This design comes from an exercise in tuning for small area, a short achievable clock period and few clock cycles per item on the open sky130 flow, not from production work.
At most, simulation tests tie the RTL to the original design; equivalence was not proved.
Power figures rest on the tool's default switching activity, not on a simulated workload.

run 1:
## systolic_pe
module systolic_pe(
  clk, reset, cntrl,
  i_stb, o_stb, i_busy, o_busy,
  data_in, weight_in, acc_in,
  acc_out, data_out, weight_out
);
==> flow/config.mk <==
export PLATFORM = sky130hd
export DESIGN_NAME = systolic_pe
export DESIGN_NICKNAME = systolic_pe
export VERILOG_FILES = /design/flow/design.v
export SDC_FILE = /design/flow/constraint.sdc
export NUM_CORES = 4
export LEC_CHECK = 0
export CAP_MARGIN = 20
export CORE_MARGIN = 2
export CORE_UTILIZATION = 55
export SETUP_SLACK_MARGIN = 1.5
export SLEW_MARGIN = 20
==> flow/constraint.sdc <==
create_clock -name core_clock -period 5.0 [get_ports {clk}]
set_input_delay 1.0000 -clock core_clock [delete_from_list [all_inputs] [get_ports {clk}]]
set_output_delay 1.0000 -clock core_clock [all_outputs]
set_load 0.01 [all_outputs]
standard.sh (not shown) runs the stock make flow with config.mk's settings and CLKGATE_MAP_FILE= SYNTH_SCRIPT=/design/flow/synth_recipe.tcl, a recipe that flattens the netlist after the stock synthesis.
==> flow/flow/run.sh <==
#!/bin/bash
# The standard layout, with two changes: Yosys's synth runs without its quick
# internal abc pass (so the full adders extract without inverters; the final
# abc mapping still runs), and the port buffers are plain buffer cells.
set -euo pipefail
export SYNTH_ARGS="-noabc"
export BUFFER_PORTS_ARGS="-buffer_cell sky130_fd_sc_hd__buf_1"
export CTS_ARGS="-sink_clustering_enable -repair_clock_nets -dont_use_dummy_load"
bash standard.sh finish > standard_flow.log 2>&1
Here is what was changed in the inputs of run 2 compared with run 1.
Settings: CORE_UTILIZATION changed from 55 to 40.
diff --git a/flow/flow/run.sh b/flow/flow/run.sh
--- a/flow/flow/run.sh
+++ b/flow/flow/run.sh
@@ -8 +7,0 @@
-export CTS_ARGS="-sink_clustering_enable -repair_clock_nets -dont_use_dummy_load"
Results
Of run 1 and run 2, run 1 shows the higher hold slack, with run 2 below it.
Re total power: run 1 and run 2 aren't equal, and the lower value belongs to run 1.
Going from run 1 to run 2, number of cells on the critical path up 2; power dissipated by switching net loads increased by 13% relative to the old numbers; final design area excluding fillers now sits higher; share of the clock period used by the worst path after layout now sits higher.
#### Input delta (run 3 over run 2)
Settings: a change of SLEW_MARGIN from 20 to 85; a change of SETUP_SLACK_MARGIN from 1.5 to 0.
diff --git a/flow/flow/run.sh b/flow/flow/run.sh
--- a/flow/flow/run.sh
+++ b/flow/flow/run.sh
@@ -7 +7 @@
-export BUFFER_PORTS_ARGS="-buffer_cell sky130_fd_sc_hd__buf_1"
+export BUFFER_PORTS_ARGS="-buffer_cell sky130_fd_sc_hd__buf_2"
- All of run 3 and run 2 finish clean.
- Taking run 2 as the reference point, the non-clock buffer instance count of the final layout of run 3 rises by 5.
- Cell-internal power: run 3 > run 2
- Of run 3 and run 2, it is run 3 that has the higher shortest period the worst path allows.
- Compared with run 2, run 3 shows a sequential share of layout area that is 0.82 points lower.
- Run 3: wire length on met3 is about 23% higher than what run 2 reported.
- Run 3: number of gates resized after cts 16 below run 2
- Final worst-path setup slack came out lower on run 3 than on run 2.
- Per the comparison of run 3 with run 2, worst hold slack moved up; static leakage moved up.
No run of this note included a check of the RTL's function; only the layout flow was run.

---

Another version of the RTL of systolic_pe (not shown whole).
Size in the first run: roughly 58 flip-flops, ~0.0042 mm² of cells after synthesis.
clock: 5.0 ns
lec_check: 0
cap_margin: 20
core_margin: 2
core_utilization: 40
setup_slack_margin: 2.0
slew_margin: 20
==> flow/flow/run.sh <==
#!/bin/bash
# The standard layout, with two changes: Yosys's synth runs without its quick
# internal abc pass (so the full adders extract without inverters; the final
# abc mapping still runs), and the port buffers are plain buffer cells.
set -euo pipefail
export SYNTH_ARGS="-noabc"
export BUFFER_PORTS_ARGS="-buffer_cell sky130_fd_sc_hd__buf_2"
bash standard.sh finish > standard_flow.log 2>&1
The first run ran to the end with no violations.
Change:
Settings changed: SETUP_SLACK_MARGIN 2.0 to 0.
What happened: The new run produced a clean layout. Maximum frequency came out lower by 7.8%. Worst hold slack gains 0.012 ns. Clock-buffer cell count is higher by 1. Power shrinks by about 10%. Area after synthesis stays the same. Critical path depth falls by 1. Die area stays the same.
Change:
==> flow/run.sh (new file) <==
#!/bin/bash
# synth_recipe.tcl (not shown) runs the flow's synth.tcl, then flattens the netlist and writes it again
# the make line also repeats each setting of config.mk as NAME=value (left out here)
make -C /OpenROAD-flow-scripts/flow DESIGN_CONFIG=/design/flow/config.mk WORK_HOME=/design/flow/orfs CLKGATE_MAP_FILE= SYNTH_SCRIPT=/design/flow/synth_recipe.tcl finish
Settings changed: SETUP_SLACK_MARGIN 0 to 1.5.
removed: flow/flow/run.sh
removed: flow/standard.sh
=> Total power is higher by 22%. Global-route usage is higher by 1.4 points. Hold slack stays flat. Via count is higher by about 18%. Clock-buffer cell count is lower by 1. Clock power is higher by 19%. Final area is higher by about 23%. Routed wire length is higher by 17%. Die area is higher by about 5.3%. Register-to-register slack gets worse by 0.07 ns. Sequential cell count does not change.
Change:
==> flow/flow/run.sh (new file) <==
#!/bin/bash
# The standard layout, with the port buffers made of plain buffer cells.
set -euo pipefail
export BUFFER_PORTS_ARGS="-buffer_cell sky130_fd_sc_hd__buf_2"
bash standard.sh finish > standard_flow.log 2>&1
==> flow/standard.sh (new file) <==
#!/bin/bash
# synth_recipe.tcl (not shown) runs the flow's synth.tcl, then flattens the netlist and writes it again
# the make line also repeats each setting of config.mk as NAME=value (left out here)
make -C /OpenROAD-flow-scripts/flow DESIGN_CONFIG=/design/flow/config.mk WORK_HOME=/design/flow/orfs CLKGATE_MAP_FILE= SYNTH_SCRIPT=/design/flow/synth_recipe.tcl "${@:-finish}"
Settings changed: SETUP_SLACK_MARGIN 1.5 to not set.
removed: flow/run.sh
After rerunning: The new run went through all stages and came out clean. Power goes down by about 17%. Wire length goes down by 9.8%. Cell area goes down by 15%. Synthesized area does not change. Global-route usage goes down by 1.2 points. Non-clock buffer count goes down by 20. Clock-buffer cell count stays the same. Die area does not change.
Function was not checked in any run of this note: the RTL went through the layout flow alone.

---

Setup of tundra:
Starting RTL as in the previous note.
Design systolic_pe, start of the top module:
module systolic_pe(
  clk, reset, cntrl,
  i_stb, o_stb, i_busy, o_busy,
  data_in, weight_in, acc_in,
  acc_out, data_out, weight_out
);
Settings: LEC_CHECK=0, CAP_MARGIN=20, CORE_MARGIN=2, CORE_UTILIZATION=40, SETUP_SLACK_MARGIN=1.0, SLEW_MARGIN=20; clock period 5.0 ns.
==> flow/flow/run.sh <==
#!/bin/bash
# The standard layout, with two changes: Yosys's synth runs without its quick
# internal abc pass (so the full adders extract without inverters; the final
# abc mapping still runs), and the port buffers are plain buffer cells.
set -euo pipefail
export SYNTH_ARGS="-noabc"
export BUFFER_PORTS_ARGS="-buffer_cell sky130_fd_sc_hd__buf_2"
bash standard.sh finish > standard_flow.log 2>&1
Input-level comparison between pepper and tundra:
Settings: SETUP_SLACK_MARGIN: 1.0 -> unset.
==> flow/run.sh (new file) <==
#!/bin/bash
# synth_recipe.tcl (not shown) runs the flow's synth.tcl, then flattens the netlist and writes it again
# the make line also repeats each setting of config.mk as NAME=value (left out here)
make -C /OpenROAD-flow-scripts/flow DESIGN_CONFIG=/design/flow/config.mk WORK_HOME=/design/flow/orfs CLKGATE_MAP_FILE= SYNTH_SCRIPT=/design/flow/synth_recipe.tcl finish
removed: flow/flow/run.sh
removed: flow/standard.sh
Results
pepper: full flow OK, the timing, DRC and antenna checks passed
Changes observed in pepper relative to tundra: total detailed-routing wirelength went up, final cycle utilization of the critical path increased 10 points, maximum cell stage delay along the critical path went up by 150 ps, synthesized-area fraction occupied by adder cells went down 1.7 points, via count higher.
When pepper is set beside tundra, its design area turns out to be 16% larger.
Total track usage: pepper vs tundra up 0.88 points
Summary — weighted congestion reported at the end of routability-driven placement, pepper relative to tundra: lower, by about 1.6%.
Looking at minimum clock period across both flows, pepper is the weaker of the two, with tundra ahead.
For garnet, these inputs were changed with respect to pepper:
Settings: SETUP_SLACK_MARGIN newly set to 2.5.
==> flow/flow/run.sh (new file) <==
#!/bin/bash
# The standard layout, with two changes: Yosys's synth runs without its quick
# internal abc pass (so the full adders extract without inverters; the final
# abc mapping still runs), and the port buffers are plain buffer cells.
set -euo pipefail
export SYNTH_ARGS="-noabc"
export BUFFER_PORTS_ARGS="-buffer_cell sky130_fd_sc_hd__buf_2"
bash standard.sh finish > standard_flow.log 2>&1
==> flow/standard.sh (new file) <==
#!/bin/bash
# synth_recipe.tcl (not shown) runs the flow's synth.tcl, then flattens the netlist and writes it again
# the make line also repeats each setting of config.mk as NAME=value (left out here)
make -C /OpenROAD-flow-scripts/flow DESIGN_CONFIG=/design/flow/config.mk WORK_HOME=/design/flow/orfs CLKGATE_MAP_FILE= SYNTH_SCRIPT=/design/flow/synth_recipe.tcl "${@:-finish}"
removed: flow/run.sh
Findings:
- Time the worst path needs with I/O delays and setup down 740 ps in garnet wrt pepper
- Going from pepper to garnet, worst setup skew after layout +3.4 ps, number of combinational gates with multiple inputs now smaller, setup slack shows an increase of 740 ps, number of cells on the worst hold path about even, multi-input gate share of the layout cell area +8.3 points.
- | synthesized cell count | higher: pepper |
- Of pepper and garnet, the run reporting the higher total power was garnet.
- Detailed placer's ending HPWL, pepper and garnet: higher on pepper
- Re remaining global-route overflow: no difference whatsoever between pepper and garnet.
No run of this note included a check of the RTL's function; only the layout flow was run.

---

Another version of the RTL of systolic_pe (not shown whole).
For scale: ~310 cells after synthesis, about 59 flip-flops, roughly 100 I/O pins, ~4200 um2 of cells after synthesis.
Settings: LEC_CHECK=0, CAP_MARGIN=20, CORE_MARGIN=2, CORE_UTILIZATION=40, SETUP_SLACK_MARGIN=1.7, SLEW_MARGIN=20, TNS_END_PERCENT=10; clock period 5.0 ns.
==> flow/flow/run.sh <==
#!/bin/bash
# The standard layout, with two changes: Yosys's synth runs without its quick
# internal abc pass (so the full adders extract without inverters; the final
# abc mapping still runs), and the port buffers are plain buffer cells.
set -euo pipefail
export SYNTH_ARGS="-noabc"
export BUFFER_PORTS_ARGS="-buffer_cell sky130_fd_sc_hd__buf_1"
export CTS_ARGS="-sink_clustering_enable -repair_clock_nets -dont_use_dummy_load"
bash standard.sh finish > standard_flow.log 2>&1
Testbench counts at the start, summed over its fixed seeds: cycles 2,056, items 2,048.
==> next run, changes <==
--- a/flow/flow/run.sh
+++ b/flow/flow/run.sh
@@ -5,5 +5,4 @@
 set -euo pipefail
 export SYNTH_ARGS="-noabc"
-export BUFFER_PORTS_ARGS="-buffer_cell sky130_fd_sc_hd__buf_1"
-export CTS_ARGS="-sink_clustering_enable -repair_clock_nets -dont_use_dummy_load"
+export BUFFER_PORTS_ARGS="-buffer_cell sky130_fd_sc_hd__buf_2"
 bash standard.sh finish > standard_flow.log 2>&1
SETUP_SLACK_MARGIN = 0   (was 1.7)
TNS_END_PERCENT = unset   (was 10)
Core utilization came out higher by 1.2 points. Final cell count rose slightly. Via count went up slightly. Clock skew shrinks by 18 ps. Hold slack is worse by 5.6 ps. Routed wire length came out lower slightly. Global-route usage decreases by 0.49 points. Sequential power hardly moves. Worst setup slack gets worse by 380 ps. Non-clock buffer count came out lower by 1.
==> next run, changes <==
--- a/flow/flow/run.sh
+++ b/flow/flow/run.sh
@@ -5,4 +5,5 @@
 set -euo pipefail
 export SYNTH_ARGS="-noabc"
-export BUFFER_PORTS_ARGS="-buffer_cell sky130_fd_sc_hd__buf_2"
+export BUFFER_PORTS_ARGS="-buffer_cell sky130_fd_sc_hd__buf_1"
+export CTS_ARGS="-sink_clustering_enable -repair_clock_nets -dont_use_dummy_load"
 bash standard.sh finish > standard_flow.log 2>&1
SETUP_SLACK_MARGIN = 1.9   (was 0)
TNS_END_PERCENT = 10   (was unset)
The new run passed the timing, DRC and antenna checks. Final cell count shrinks by about 0.54%. Final area grows by about 0.6%. Setup slack gains 440 ps. Total power shrinks by 3.2%. Non-clock buffer count grows by 4. Worst hold slack gains 5.6 ps.
==> next run, changes <==
==> flow/flow/run.sh (replaced) <==
#!/bin/bash
# The standard layout (standard.sh) with three changes:
# - Yosys's synth runs without its quick internal abc pass, so the full adders
#   are extracted without extra inverters; the final abc mapping still runs.
# - The port buffers are buf_1 cells; timing repair upsizes the critical ones.
# - Clock tree synthesis inserts no dummy loads.
# standard.sh writes each tool's log under orfs/logs; its own output goes to
# standard_flow.log here.
set -euo pipefail
export SYNTH_ARGS="-noabc"
export BUFFER_PORTS_ARGS="-buffer_cell sky130_fd_sc_hd__buf_1"
export CTS_ARGS="-sink_clustering_enable -repair_clock_nets -dont_use_dummy_load"
bash standard.sh finish > standard_flow.log 2>&1
SETUP_SLACK_MARGIN = 1.5   (was 1.9)
TNS_END_PERCENT = unset   (was 10)
Result:
- clock-buffer cell count is unchanged
- core utilization is lower by 2.1 points
- final area falls by 4.2%
- via count falls by 1.8%
- clock skew climbs by 3.0 ps
- power came out lower by 6.2%
- die area stays the same
- area after synthesis stays the same
- sequential share of layout area came out higher by 1.5 points
- worst setup slack got worse by 100 ps
==> next run, changes <==
==> flow/flow/run.sh (replaced) <==
#!/bin/bash
# The standard layout, with two changes: Yosys's synth runs without its quick
# internal abc pass (so the full adders extract without inverters; the final
# abc mapping still runs), and the port buffers are plain buffer cells.
set -euo pipefail
export SYNTH_ARGS="-noabc"
export BUFFER_PORTS_ARGS="-buffer_cell sky130_fd_sc_hd__buf_1"
export CTS_ARGS="-sink_clustering_enable -repair_clock_nets -dont_use_dummy_load"
bash standard.sh finish > standard_flow.log 2>&1
CORE_UTILIZATION = 30   (was 40)
Outcome:
- critical path depth does not change
- die area increases by 32%
- cell area increases by about 3.4%
==> next run, changes <==
CORE_UTILIZATION = 40   (was 30)
SETUP_SLACK_MARGIN = 1.7   (was 1.5)
What happened: Area after synthesis does not change. Synthesized cell count does not change. Critical path depth does not change. Power drops by 0.31%. Routed wire length does not change. Clock-buffer cell count is unchanged. Combinational power is higher by about 20%. Register-to-register slack is about the same. Clock skew increases by 4.7 ps.

-- what the ideal ports hide --
No port has a modelled driver above. Below, the same layouts with a new extraction and two added sets of constraints. Step 1 (the two cells are an assumption about what drives the block):
set clk [get_ports {clk}]
set_driving_cell -lib_cell sky130_fd_sc_hd__clkbuf_16 $clk
set_driving_cell -lib_cell sky130_fd_sc_hd__buf_2 [delete_from_list [all_inputs] $clk]
Step 2 adds t to the input delays and takes it off the output delays; t is the mean of the earliest and latest rising clock arrival at the registers after step 1. Input paths then give back, and output paths get back, about the clock's delay inside the block. Slacks: ideal / step 1 / step 2; pairs: ideal / step 1.
run	shift t [ns]	setup WS [ns]	hold WS [ns]	worst slew at a driven data input, ns
run 1	0.339	1.516 / 1.525 / 1.186	0.575 / 0.575 / 0.575	0.04
run 2	0.369	1.504 / 1.513 / 1.144	0.551 / 0.551 / 0.551	0.04
run 3	0.358	0.510 / 0.516 / 0.158	0.571 / 0.571 / 0.571	0.04
the first run of note 2	0.358	1.388 / 1.358 / 1.062	0.548 / 0.548 / 0.548	0.06
the second run of note 2	0.357	1.081 / 1.051 / 0.847	0.559 / 0.559 / 0.559	0.05
the third run of note 2	0.370	1.403 / 1.371 / 1.033	0.559 / 0.559 / 0.559	0.06
the fourth run of note 2	0.359	1.173 / 1.184 / 0.825	0.554 / 0.554 / 0.554	0.04
tundra	0.357	1.193 / 1.203 / 0.846	0.559 / 0.559 / 0.559	0.05
pepper	0.366	0.693 / 0.703 / 0.337	0.562 / 0.562 / 0.562	0.06
garnet	0.354	1.434 / 1.404 / 1.049	0.548 / 0.548 / 0.548	0.14
the first run of note 4	0.366	1.605 / 1.616 / 1.250	0.552 / 0.552 / 0.552	0.05
the second run of note 4	0.364	1.226 / 1.196 / 1.171	0.547 / 0.547 / 0.547	0.05
the third run of note 4	0.367	1.666 / 1.665 / 1.298	0.552 / 0.552 / 0.552	0.05
the fourth run of note 4	0.362	1.566 / 1.579 / 1.217	0.552 / 0.552 / 0.552	0.05
the fifth run of note 4	0.358	1.566 / 1.585 / 1.227	0.547 / 0.547 / 0.547	0.05
the sixth run of note 4	0.353	1.657 / 1.655 / 1.305	0.545 / 0.545 / 0.545	0.05
After both steps setup and hold are still met in every run listed. The setup slack of garnet, which loses most, moves by -0.030 ns with the drivers and by -0.385 ns with both steps.
